This design comes from an exercise in tuning for small area and a short achievable clock period on the open sky130 flow, not from production work. Function was checked by simulation only, so behaviour that the tests miss may differ from the original.

==> trial 54 <==
## yaklasik_carpma
module yaklasik_carpma(
    input clk,
    input rst,
    input [31:0]sayi1,
    input [31:0]sayi2,
    output reg [63:0] tahmini_sonuc
    );
==> module yaklasik_carpma, before the edit <==
module yaklasik_carpma(
    input clk,
    input rst,
    input [31:0]sayi1,
    input [31:0]sayi2,
    output reg [63:0] tahmini_sonuc
    );
    reg [1:0] sayac;
    reg [2:0] sira_sayma;
    reg bellek_kontrol;
    reg [2:0] bellek_bulundu_kontrol_index;
    reg [7:0] gecerli;
    reg [71:0] bellek [7:0];
    reg bellek_kontrol_next;
    reg [2:0] bellek_bulundu_next;
    integer tarama;
    always@(*)begin
        bellek_kontrol_next=0;
        bellek_bulundu_next=0;
        for(tarama=0;tarama<8;tarama=tarama+1)begin
            if(gecerli[tarama]&&bellek[tarama][71:68]==sayi1[31:28]&&bellek[tarama][67:64]==sayi2[31:28])begin
                bellek_kontrol_next=1; 
                bellek_bulundu_next=tarama;
            end
        end
    end
    wire [63:0] carpim = sayi1*sayi2;
    always@(posedge clk) begin
        if(rst)begin
            sayac<=2'd0;
            sira_sayma<=3'd0;
            bellek_kontrol<=1'b0;
            bellek_bulundu_kontrol_index<=3'd0;
            gecerli<=8'd0;
            tahmini_sonuc<=64'd0;
        end
        else begin
            sayac<=sayac+2'd1;
            if(sayac==2'd0)begin
                bellek_kontrol<=bellek_kontrol_next;
                bellek_bulundu_kontrol_index<=bellek_bulundu_next;
            end
            if(sayac==2'd3)begin
                if(bellek_kontrol)begin
                    tahmini_sonuc<=bellek[bellek_bulundu_kontrol_index][63:0];
                end
                else begin
                    tahmini_sonuc<=carpim; 
                    bellek[sira_sayma]<={sayi1[31:28],sayi2[31:28],carpim};
                    gecerli[sira_sayma]<=1'b1;
                    sira_sayma<=sira_sayma+3'd1;
                end
            end
        end
    end
endmodule
Settings: LEC_CHECK=0, CAP_MARGIN=20, CORE_MARGIN=2, CORE_UTILIZATION=30, SLEW_MARGIN=20; clock period 11.0 ns.
run.sh (not shown) runs the stock make flow with config.mk's settings and CLKGATE_MAP_FILE= SYNTH_SCRIPT=/design/flow/synth_recipe.tcl, a recipe that flattens the netlist after the stock synthesis.
==> inputs of trial 24, as changes to trial 54 <==
==> flow/design.v (replaced) <==
`timescale 1ns / 1ps
module yaklasik_carpma(
    input clk,
    input rst,
    input [31:0] sayi1,
    input [31:0] sayi2,
    output [63:0] tahmini_sonuc
    );
    reg [1:0]  ph;           
    reg [7:0]  ptr;          
    reg [7:0]  gecerli;      
    reg [7:0]  etiket [0:7];
    reg [63:0] veri [0:7];
    reg [7:0]  isabet;       
    reg [7:0]  osec;         
    reg [31:0] ra, rb;       
    reg [31:0] acc;          
    reg [21:0] alt;          
    wire [7:0] tag = {ra[31:28], rb[31:28]};
    reg  [7:0] esles;
    integer i;
    always @(*) begin
        for (i = 0; i < 8; i = i + 1)
            esles[i] = gecerli[i] && (etiket[i] == tag);
    end
    reg [10:0] bsel;
    always @(*) begin
        case (ph)
            2'd1: bsel = rb[10:0];
            2'd2: bsel = rb[21:11];
            default: bsel = {1'b0, rb[31:22]};
        endcase
    end
    wire [31:0] eklenen = (ph == 2'd1) ? 32'd0 : acc;
    wire [42:0] s = {11'd0, eklenen} + ra * bsel;
    wire [63:0] carpim = {s[41:0], alt};
    wire miss = ~|isabet;
    always @(posedge clk) begin
        ra <= sayi1;
        rb <= sayi2;
        acc <= s[42:11];
        alt <= {s[10:0], alt[21:11]};
        isabet <= esles;
        if (rst) begin
            ph <= 2'd0;
            ptr <= 8'd1;
            gecerli <= 8'd0;
            osec <= 8'd0;
        end else begin
            ph <= ph + 2'd1;
            if (ph == 2'd3) begin
                osec <= miss ? ptr : isabet;
                if (miss) begin
                    gecerli <= gecerli | ptr;
                    ptr <= {ptr[6:0], ptr[7]};
                end
            end
        end
    end
    always @(posedge clk) begin
        for (i = 0; i < 8; i = i + 1)
            if (ph == 2'd3 && miss && ptr[i]) begin
                veri[i] <= carpim;
                etiket[i] <= tag;
            end
    end
    reg [63:0] cikis;
    always @(*) begin
        cikis = 64'd0;
        for (i = 0; i < 8; i = i + 1)
            cikis = cikis | ({64{osec[i]}} & veri[i]);
    end
    assign tahmini_sonuc = cikis;
endmodule
==> inputs of build 65, as changes to trial 54 <==
==> flow/design.v (replaced) <==
`timescale 1ns / 1ps
module yaklasik_carpma(
    input clk,
    input rst,
    input [31:0] sayi1,
    input [31:0] sayi2,
    output [63:0] tahmini_sonuc
    );
    reg [1:0]  ph;           
    reg        ilk;          
    reg        son;          
    reg [7:0]  ptr;          
    reg [7:0]  gecerli;      
    reg [7:0]  etiket [0:7];
    reg [63:0] veri [0:7];
    reg [7:0]  yaz;          
    reg [7:0]  isabet;       
    reg [7:0]  osec;         
    reg [31:0] ra;           
    reg [3:0]  rbt;          
    reg [10:0] rbs;          
    reg [31:0] acc;          
    reg [21:0] alt;          
    wire [7:0] tag = {ra[31:28], rbt};
    reg  [7:0] esles;
    integer i;
    always @(*) begin
        for (i = 0; i < 8; i = i + 1)
            esles[i] = gecerli[i] && (etiket[i] == tag);
    end
    wire [31:0] eklenen = ilk ? 32'd0 : acc;
    wire [42:0] s = {11'd0, eklenen} + ra * rbs;
    wire [63:0] carpim = {s[41:0], alt};
    always @(posedge clk) begin
        ra <= sayi1;
        rbt <= sayi2[31:28];
        case (ph)
            2'd0: rbs <= sayi2[10:0];
            2'd1: rbs <= sayi2[21:11];
            default: rbs <= {1'b0, sayi2[31:22]};
        endcase
        acc <= s[42:11];
        alt <= {s[10:0], alt[21:11]};
        isabet <= esles;
        yaz <= (ph == 2'd2 && esles == 8'd0) ? ptr : 8'd0;
        if (rst) begin
            ph <= 2'd0;
            ilk <= 1'b0;
            son <= 1'b0;
            ptr <= 8'd1;
            gecerli <= 8'd0;
            osec <= 8'd0;
        end else begin
            ph <= ph + 2'd1;
            ilk <= (ph == 2'd0);
            son <= (ph == 2'd2);
            if (son) begin
                osec <= (isabet == 8'd0) ? ptr : isabet;
                if (isabet == 8'd0) begin
                    gecerli <= gecerli | ptr;
                    ptr <= {ptr[6:0], ptr[7]};
                end
            end
        end
    end
    always @(posedge clk) begin
        for (i = 0; i < 8; i = i + 1)
            if (yaz[i]) begin
                veri[i] <= carpim;
                etiket[i] <= tag;
            end
    end
    reg [63:0] cikis;
    always @(*) begin
        cikis = 64'd0;
        for (i = 0; i < 8; i = i + 1)
            cikis = cikis | ({64{osec[i]}} & veri[i]);
    end
    assign tahmini_sonuc = cikis;
endmodule
==> comparison <==
In build 65 the first-iteration DRC count is lower than in trial 54, by about 46%. Between build 65 and trial 54, the lower critical path depth is in build 65 (gap 7). The lowest core utilization belongs to trial 54, the highest to trial 24. Between trial 24 and trial 54, the lower non-clock buffer count is in trial 24 (gap 152). Setup slack, lowest first: trial 54, trial 24, build 65. The lowest via count belongs to build 65, the highest to trial 54.


==> trial 57: inputs <==
Another version of the RTL of yaklasik_carpma (not shown whole).
Settings: LEC_CHECK=0, CAP_MARGIN=20, CORE_MARGIN=2, CORE_UTILIZATION=50, CTS_CLUSTER_DIAMETER=120, CTS_CLUSTER_SIZE=22, SLEW_MARGIN=20, SYNTH_HIERARCHICAL=1, SYNTH_MINIMUM_KEEP_SIZE=0; clock period 11.0 ns.
==> build 77: changes against trial 57 <==
--- a/flow/design.v
+++ b/flow/design.v
@@ -20,51 +20,31 @@
     reg [7:0]  osec;         
     reg [31:0] ra;           
     reg [3:0]  rbt;          
     reg [7:0]  bir, iki, eks;   
     reg        ust;          
     reg [48:0] ts, tc;       
-    reg [16:0] lt;           
+    reg [15:0] ls, lc;       
     wire [7:0] tag = {ra[31:28], rbt};
-    wire [7:0] esles;
+    reg  [7:0] esles;
     integer i;
-    assign esles[0] = gecerli[0] && (etiket[0] == tag);
-    assign esles[1] = gecerli[1] && (etiket[1] == tag);
-    assign esles[2] = gecerli[2] && (etiket[2] == tag);
-    assign esles[3] = gecerli[3] && (etiket[3] == tag);
-    assign esles[4] = gecerli[4] && (etiket[4] == tag);
-    assign esles[5] = gecerli[5] && (etiket[5] == tag);
-    assign esles[6] = gecerli[6] && (etiket[6] == tag);
-    assign esles[7] = gecerli[7] && (etiket[7] == tag);
+    always @(*) begin
+        for (i = 0; i < 8; i = i + 1)
+            esles[i] = gecerli[i] && (etiket[i] == tag);
+    end
     wire [15:0] yb = (ph == 2'd0) ? sayi2[15:0] : sayi2[31:16];
     wire [16:0] ybx = {yb, 1'b0};
-    wire [7:0] bir_n, iki_n, eks_n;
-    assign bir_n[0] = ybx[1] ^ ybx[0];
-    assign iki_n[0] = (ybx[2] & ~ybx[1] & ~ybx[0]) | (~ybx[2] & ybx[1] & ybx[0]);
-    assign eks_n[0] = ybx[2];
-    assign bir_n[1] = ybx[3] ^ ybx[2];
-    assign iki_n[1] = (ybx[4] & ~ybx[3] & ~ybx[2]) | (~ybx[4] & ybx[3] & ybx[2]);
-    assign eks_n[1] = ybx[4];
-    assign bir_n[2] = ybx[5] ^ ybx[4];
-    assign iki_n[2] = (ybx[6] & ~ybx[5] & ~ybx[4]) | (~ybx[6] & ybx[5] & ybx[4]);
-    assign eks_n[2] = ybx[6];
-    assign bir_n[3] = ybx[7] ^ ybx[6];
-    assign iki_n[3] = (ybx[8] & ~ybx[7] & ~ybx[6]) | (~ybx[8] & ybx[7] & ybx[6]);
-    assign eks_n[3] = ybx[8];
-    assign bir_n[4] = ybx[9] ^ ybx[8];
-    assign iki_n[4] = (ybx[10] & ~ybx[9] & ~ybx[8]) | (~ybx[10] & ybx[9] & ybx[8]);
-    assign eks_n[4] = ybx[10];
-    assign bir_n[5] = ybx[11] ^ ybx[10];
-    assign iki_n[5] = (ybx[12] & ~ybx[11] & ~ybx[10]) | (~ybx[12] & ybx[11] & ybx[10]);
-    assign eks_n[5] = ybx[12];
-    assign bir_n[6] = ybx[13] ^ ybx[12];
-    assign iki_n[6] = (ybx[14] & ~ybx[13] & ~ybx[12]) | (~ybx[14] & ybx[13] & ybx[12]);
-    assign eks_n[6] = ybx[14];
-    assign bir_n[7] = ybx[15] ^ ybx[14];
-    assign iki_n[7] = (ybx[16] & ~ybx[15] & ~ybx[14]) | (~ybx[16] & ybx[15] & ybx[14]);
-    assign eks_n[7] = ybx[16];
+    reg [7:0] bir_n, iki_n, eks_n;
+    always @(*) begin
+        for (i = 0; i < 8; i = i + 1) begin
+            bir_n[i] = ybx[2*i+1] ^ ybx[2*i];
+            iki_n[i] = (ybx[2*i+2] & ~ybx[2*i+1] & ~ybx[2*i]) |
+                       (~ybx[2*i+2] & ybx[2*i+1] & ybx[2*i]);
+            eks_n[i] = ybx[2*i+2];
+        end
+    end
     wire [32:0] pp0 = (({33{bir[0]}} & {1'b0, ra}) | ({33{iki[0]}} & {ra, 1'b0})) ^ {33{eks[0]}};
     wire [32:0] pp1 = (({33{bir[1]}} & {1'b0, ra}) | ({33{iki[1]}} & {ra, 1'b0})) ^ {33{eks[1]}};
     wire [32:0] pp2 = (({33{bir[2]}} & {1'b0, ra}) | ({33{iki[2]}} & {ra, 1'b0})) ^ {33{eks[2]}};
     wire [32:0] pp3 = (({33{bir[3]}} & {1'b0, ra}) | ({33{iki[3]}} & {ra, 1'b0})) ^ {33{eks[3]}};
     wire [32:0] pp4 = (({33{bir[4]}} & {1'b0, ra}) | ({33{iki[4]}} & {ra, 1'b0})) ^ {33{eks[4]}};
     wire [32:0] pp5 = (({33{bir[5]}} & {1'b0, ra}) | ({33{iki[5]}} & {ra, 1'b0})) ^ {33{eks[5]}};
@@ -827,35 +807,34 @@
     assign ns[46] = k654;
     assign nc[46] = s655;
     assign ns[47] = k656;
     assign nc[47] = s657;
     assign ns[48] = k658;
     assign nc[48] = 1'b0;
-    wire [7:0] okusec = (son ? isabet : osec) & {8{~rst}};
-    wire [63:0] okunan =
-        ({64{okusec[0]}} & veri[0]) |
-        ({64{okusec[1]}} & veri[1]) |
-        ({64{okusec[2]}} & veri[2]) |
-        ({64{okusec[3]}} & veri[3]) |
-        ({64{okusec[4]}} & veri[4]) |
-        ({64{okusec[5]}} & veri[5]) |
-        ({64{okusec[6]}} & veri[6]) |
-        ({64{okusec[7]}} & veri[7]);
-    wire [47:0] ust48 = ts[47:0] + tc[47:0] + {47'd0, lt[16]};
-    wire [63:0] carpim = {ust48, lt[15:0]};
-    wire [63:0] cikis_n = okunan | ({64{son && !rst && isabet == 8'd0}} & carpim);
+    wire [7:0] okusec = son ? isabet : osec;
+    reg [63:0] okunan;
+    always @(*) begin
+        okunan = 64'd0;
+        for (i = 0; i < 8; i = i + 1)
+            okunan = okunan | ({64{okusec[i]}} & veri[i]);
+    end
+    wire [63:0] carpim = {ts[47:0], ls} + {tc[47:0], lc};
+    wire [63:0] cikis_y = okunan | ({64{son && isabet == 8'd0}} & carpim);
+    wire [63:0] cikis_n;
+    sifirla usif[63:0] (.d(cikis_y), .r(rst), .q(cikis_n));
     always @(posedge clk) begin
         ra <= sayi1;
         rbt <= sayi2[31:28];
         bir <= bir_n;
         iki <= iki_n;
         eks <= eks_n;
         ust <= yb[15];
         ts <= ns;
         tc <= nc;
-        lt <= {1'b0, ts[15:0]} + {1'b0, tc[15:0]};
+        ls <= ts[15:0];
+        lc <= tc[15:0];
         isabet <= esles;
         yaz <= (ph == 2'd2 && esles == 8'd0) ? ptr : 8'd0;
         cikis <= cikis_n;
         if (rst) begin
             ph <= 2'd0;
             ilk <= 1'b0;
@@ -888,10 +867,13 @@
     assign tahmini_sonuc = cikis;
 endmodule
 module tam_toplayici(input a, input b, input c, output s, output co);
     assign s = a ^ b ^ c;
     assign co = (a & b) | (a & c) | (b & c);
 endmodule
+module sifirla(input d, input r, output q);
+    assign q = d & ~r;
+endmodule
 module yarim_toplayici(input a, input b, output s, output co);
     assign s = a ^ b;
     assign co = a & b;
 endmodule
==> flow/flow/run.sh (new file) <==
#!/bin/bash
# The standard layout, with two changes to how it is made:
# - timing repair aims at a tighter slack target (repair_timing -setup_margin),
#   so that it also works on paths that already meet the clock period;
# - the port buffers are plain buf_1 cells (repair resizes them as needed).
set -euo pipefail
export SETUP_SLACK_MARGIN=7.5
export BUFFER_PORTS_ARGS="-buffer_cell sky130_fd_sc_hd__buf_1"
bash standard.sh > standard_run.log 2>&1
==> flow/standard.sh (new file) <==
#!/bin/bash
# synth_recipe.tcl (not shown) runs the flow's synth.tcl, then flattens the netlist and writes it again
# the make line also repeats each setting of config.mk as NAME=value (left out here)
make -C /OpenROAD-flow-scripts/flow DESIGN_CONFIG=/design/flow/config.mk WORK_HOME=/design/flow/orfs CLKGATE_MAP_FILE= SYNTH_SCRIPT=/design/flow/synth_recipe.tcl "${@:-finish}"
CORE_UTILIZATION = 30   (was 50)
removed: flow/run.sh
==> comparison <==
Build 77 passed the timing, design-rule and antenna checks. Trial 57 produced a clean layout. Of trial 57 and build 77, build 77 has the higher design area (gap about 6.6%, measured against build 77). Sequential share of layout area: trial 57 is higher than build 77 (2.4 points). In trial 57 the register-to-register slack is lower than in build 77, by 0.63 ns. In trial 57 the synthesized cell count is lower than in build 77, by about 6%. Of trial 57 and build 77, build 77 has the higher synthesized area (gap about 4.5%, measured against build 77). Global-route usage: trial 57 is higher than build 77 (11 points).

[what the ideal ports hide]
The results above use ideal ports. As a check the final layouts listed here were re-extracted and re-timed, cells and wires unchanged. Step 1 assumes that a clkbuf_16 drives the clock port and a buf_2 every other input. Step 2 times the ports against the registers' clock, not the clock port: input delays grow and output delays shrink by t, the midpoint of the rising clock arrivals with the driver on. Three values: no drivers, after step 1, after step 2; two values: the first two.
run	shift t [ns]	slack for setup (ns)	latest minus earliest clock arrival (ns)	slew at the worst register clock pin (ns)	pins driven straight from the clock port
trial 54	0.684	0.785 / 0.724 / 0.040	0.037 / 0.038	0.07 / 0.07	1
trial 24	0.678	3.244 / 3.244 / 3.244	0.063 / 0.062	0.07 / 0.07	1
build 65	0.708	4.436 / 4.436 / 4.436	0.051 / 0.051	0.07 / 0.07	1
trial 57	0.695	6.912 / 6.912 / 6.287	0.021 / 0.021	0.10 / 0.10	1
build 77	0.729	7.546 / 7.546 / 6.943	0.060 / 0.060	0.10 / 0.10	1
After both steps every run listed still meets setup and hold. For trial 54, which loses most, drivers alone change the setup slack by -0.061 ns; drivers and shift together by -0.745 ns.
